What follows belongs to an exercise in optimizing a design on an open flow for a short achievable clock period and few clock cycles; a production flow would make more cautious choices. Function was checked by simulation only, so behaviour that the tests miss may differ from the original. The flow treats the clock pin as an ideal source, which a real chip does not have.

==> v31 <==
// mipsSystem
module mipsSystem(rst, clk, imem_addr, imem_rdata, dmem_we, dmem_addr, dmem_wdata, dmem_rdata, wb_en, wb_reg, wb_data);
==> flow/config.mk <==
export PLATFORM = sky130hd
export DESIGN_NAME = mipsSystem
export DESIGN_NICKNAME = mipsSystem
export VERILOG_FILES = /design/flow/design.v
export SDC_FILE = /design/flow/constraint.sdc
export NUM_CORES = 8
export LEC_CHECK = 0
export CAP_MARGIN = 20
export CORE_MARGIN = 2
export CORE_UTILIZATION = 40
export CTS_CLUSTER_DIAMETER = 60
export CTS_CLUSTER_SIZE = 20
export PLACE_DENSITY = 0.6
export SLEW_MARGIN = 20
==> flow/constraint.sdc <==
create_clock -name core_clock -period 11.0 [get_ports {clk}]
set_input_delay 2.2000 -clock core_clock [delete_from_list [all_inputs] [get_ports {clk}]]
set_output_delay 2.2000 -clock core_clock [all_outputs]
set_load 0.01 [all_outputs]
standard.sh (not shown) runs the stock make flow with config.mk's settings and CLKGATE_MAP_FILE= SYNTH_SCRIPT=/design/flow/synth_recipe.tcl, a recipe that flattens the netlist after the stock synthesis.
==> flow/flow/run.sh <==
#!/bin/bash
# Standard ORFS layout with these changes to how it is made (the SDC is unchanged):
#  - synthesis is the standard flow's, but ABC maps with flow/abc.script (a delay-driven
#    mapping), and no full/half adder cells are extracted (ADDER_MAP_FILE empty);
#  - timing repair aimed at a setup margin well above the 11 ns clock, so that
#    repair keeps improving paths that already meet it;
#  - repair may resize cells to other footprints (MATCH_CELL_FOOTPRINT 0);
#  - before CTS, flow/pre_cts.tcl puts output registers next to their pins;
#  - after CTS, flow/post_cts.tcl strengthens the output port buffers and runs
#    more repair, and flow/post_grt.tcl repairs again after global routing.
set -euo pipefail
MARGIN=${MARGIN:-7.5}
export MY_ABC_SCRIPT=$PWD/flow/abc.script
bash standard.sh ADDER_MAP_FILE= SETUP_SLACK_MARGIN=$MARGIN MATCH_CELL_FOOTPRINT=0 \
  SYNTH_SCRIPT=$PWD/flow/synth.tcl PRE_CTS_TCL=$PWD/flow/pre_cts.tcl POST_CTS_TCL=$PWD/flow/post_cts.tcl POST_GLOBAL_ROUTE_TCL=$PWD/flow/post_grt.tcl finish > flow_make.log 2>&1
==> flow/flow/post_cts.tcl <==
# Run after ORFS's own CTS-stage repair (POST_CTS_TCL hook). Constraints are
# the design's; the output delays are relaxed only while one repair pass runs
# (so that it works on the register-to-register paths), and put back before
# anything is written. Output port buffers are moved next to the registers that
# drive them and made strong, and those registers get their strongest size.
estimate_parasitics -placement
set blk [ord::get_db_block]
foreach bterm [$blk getBTerms] {
  if {[$bterm getIoType] != "OUTPUT"} continue
  set buf ""
  foreach it [[$bterm getNet] getITerms] { if {[$it isOutputSignal]} { set buf [$it getInst] } }
  if {$buf == ""} continue
  set in_net ""
  foreach it [$buf getITerms] { if {[$it isInputSignal]} { set in_net [$it getNet] } }
  if {$in_net == ""} continue
  set ff ""
  foreach it [$in_net getITerms] { if {[$it isOutputSignal]} { set ff [$it getInst] } }
  if {$ff == ""} continue
  set loc [$ff getLocation]
  $buf setLocation [lindex $loc 0] [lindex $loc 1]
  replace_cell [$buf getName] sky130_fd_sc_hd__buf_8
  set m [[$ff getMaster] getName]
  if {[regsub {_[0-9]+$} $m {_4} m4] && $m4 != $m && [llength [get_lib_cells -quiet */$m4]]} { replace_cell [$ff getName] $m4 }
}
detailed_placement
estimate_parasitics -placement
set outs [all_outputs]
set_output_delay 0.5 -clock core_clock $outs
repair_timing -setup -setup_margin 7.9 -repair_tns 100

set_output_delay 2.2 -clock core_clock $outs
repair_timing -setup -setup_margin 7.6 -repair_tns 100
detailed_placement
check_placement -verbose
estimate_parasitics -placement
puts "post_cts: worst setup slack [worst_slack -max]"
==> flow/flow/pre_cts.tcl <==
# Before CTS: each output port's register and buffer (but imem_addr's) go next
# to the pin.
set blk [ord::get_db_block]
set core [$blk getCoreArea]
set cx0 [$core xMin]; set cy0 [$core yMin]; set cx1 [$core xMax]; set cy1 [$core yMax]
foreach bterm [$blk getBTerms] {
  if {[$bterm getIoType] != "OUTPUT"} continue
  # imem_addr's registers stay where placement put them: their inputs are
  # the critical next-pc logic
  if {[string match "imem_addr*" [$bterm getName]]} continue
  set buf ""
  foreach it [[$bterm getNet] getITerms] { if {[$it isOutputSignal]} { set buf [$it getInst] } }
  if {$buf == ""} continue
  set in_net ""
  foreach it [$buf getITerms] { if {[$it isInputSignal]} { set in_net [$it getNet] } }
  if {$in_net == ""} continue
  set ff ""
  foreach it [$in_net getITerms] { if {[$it isOutputSignal]} { set ff [$it getInst] } }
  if {$ff == ""} continue
  set bb [$bterm getBBox]
  set x [expr {([$bb xMin] + [$bb xMax]) / 2}]
  set y [expr {([$bb yMin] + [$bb yMax]) / 2}]
  set x [expr {max($cx0, min($cx1 - 20000, $x))}]
  set y [expr {max($cy0, min($cy1 - 5440, $y))}]
  $ff setLocation $x $y
  $buf setLocation $x $y
}
detailed_placement
Other scripts of this flow, unchanged in this note and not shown: flow/flow/abc.script, flow/flow/post_grt.tcl, flow/flow/synth.tcl
==> v3 (differences from v31) <==
--- a/flow/flow/post_cts.tcl
+++ b/flow/flow/post_cts.tcl
@@ -4,5 +4,7 @@
 # anything is written. Output port buffers are moved next to the registers that
-# drive them and made strong, and those registers get their strongest size.
+# drive them, and each such register and buffer pair gets the sizes that time
+# best (and is then left alone by repair).
 estimate_parasitics -placement
 set blk [ord::get_db_block]
+set out_pairs {}
 foreach bterm [$blk getBTerms] {
@@ -20,5 +22,27 @@
   $buf setLocation [lindex $loc 0] [lindex $loc 1]
-  replace_cell [$buf getName] sky130_fd_sc_hd__buf_8
-  set m [[$ff getMaster] getName]
-  if {[regsub {_[0-9]+$} $m {_4} m4] && $m4 != $m && [llength [get_lib_cells -quiet */$m4]]} { replace_cell [$ff getName] $m4 }
+  lappend out_pairs [list [$bterm getName] [$ff getName] [$buf getName]]
+}
+detailed_placement
+estimate_parasitics -placement
+
+# Size each output's register and buffer together: the pair with the best
+# slack at the port.
+foreach pr $out_pairs {
+  lassign $pr port ffn bufn
+  set base [get_property [get_lib_cells -of_objects [get_cells $ffn]] name]
+  regsub {_[0-9]+$} $base {} fam
+  set best_s -1e9; set best {}
+  foreach fsz {1 2 4} {
+    if {![llength [get_lib_cells -quiet */${fam}_$fsz]]} continue
+    replace_cell $ffn ${fam}_$fsz
+    foreach bsz {4 6 8 12} {
+      replace_cell $bufn sky130_fd_sc_hd__buf_$bsz
+      set sl [get_property [get_ports $port] slack_max]
+      if {$sl > $best_s} { set best_s $sl; set best [list ${fam}_$fsz sky130_fd_sc_hd__buf_$bsz] }
+    }
+  }
+  replace_cell $ffn [lindex $best 0]
+  replace_cell $bufn [lindex $best 1]
+  set_dont_touch [get_cells $ffn]
+  set_dont_touch [get_cells $bufn]
 }
--- a/flow/flow/pre_cts.tcl
+++ b/flow/flow/pre_cts.tcl
@@ -1,3 +1,2 @@
-# Before CTS: each output port's register and buffer (but imem_addr's) go next
-# to the pin.
+# Before CTS: each output port's register and buffer go next to the pin.
 set blk [ord::get_db_block]
@@ -7,5 +6,2 @@
   if {[$bterm getIoType] != "OUTPUT"} continue
-  # imem_addr's registers stay where placement put them: their inputs are
-  # the critical next-pc logic
-  if {[string match "imem_addr*" [$bterm getName]]} continue
   set buf ""
--- a/flow/config.mk
+++ b/flow/config.mk
@@ -10,4 +10,4 @@
 export CORE_UTILIZATION = 40
-export CTS_CLUSTER_DIAMETER = 60
-export CTS_CLUSTER_SIZE = 20
+export CTS_CLUSTER_DIAMETER = 80
+export CTS_CLUSTER_SIZE = 25
 export PLACE_DENSITY = 0.6
==> impl_metrics.yaml <==
logic_synthesis:
  yosys.area_share.simple_pct: 15.9
  synth_top_family_by_area: "compound AO/OA/AOI/OAI gates"
  synthFlopType: "edfxtp_1"
  synth_xor_xnor_area_share_pct: 1.76
  syn-num-nets: 9400
  synth.area.top_cells: "edfxtp_1 50%, dfxtp_1 8.7%, a22oi_1 7.4%"
  synth_edf_count: 1636
  seq_area_frac_synth_pct: 59.8
  synth_most_common_cell: "edfxtp_1"
  yosys.area.top_type_share_pct: 49.9
placed_design:
  pre_cts_slack_ps: 5250
  globalplace.congestion: 1.05
outcome:
  error: "[ERROR RSZ-3006] Failed to insert buffer before loads for net _00181_"
  haltStage: "global routing (5_1_grt)"
  status: "did not finish"
die:
  rows: 182
[end of results for v3]
==> impl_metrics.yaml <==
logic_synthesis:
  yosys.area_share.simple_pct: 15.9
  yosys.area.top_type_share_pct: 49.9
  synth_top_family_by_area: "compound AO/OA/AOI/OAI gates"
  synth_xor_xnor_area_share_pct: 1.76
  synth_most_common_cell: "edfxtp_1"
  synth_edf_count: 1636
  seq_area_frac_synth_pct: 59.8
  synth.area.top_cells: "edfxtp_1 50%, dfxtp_1 8.7%, a22oi_1 7.4%"
  syn-num-nets: 9400
placed_design:
  globalplace.congestion: 1.05
  pre_cts_slack_ps: 5250
outcome:
  status: "finished clean"
die:
  rows: 182
global_route:
  grt_max_degree: 72
sta:
  tightest_slew_ps: 1290
[end of results for v31]
Testbench counts of v31, summed over its fixed seeds: cycles 139,596.
Testbench counts of v3, summed over its fixed seeds: cycles 139,596.

[what the ideal ports hide]
Ports are ideal in the flow. The routed layout listed here was re-timed in OpenROAD. Step 1 assumes that a clkbuf_16 drives the clock port and a buf_2 every other input. Step 2 moves the port delays by t, midway between the first and last clock arrival at a register: inputs arrive t later, outputs are due t later. That takes back most of the time a late clock gives input paths. Slacks: ideal ports / drivers / drivers and shift; pairs: ideal ports / drivers.
run: v31
t (ns): 0.960
setup WS [ns]: 7.432 / 7.338 / 6.783
pins driven straight from the clock port: 1
After both steps setup and hold are still met in v31. For v31, drivers alone change the setup slack by -0.094 ns; drivers and shift together by -0.649 ns.
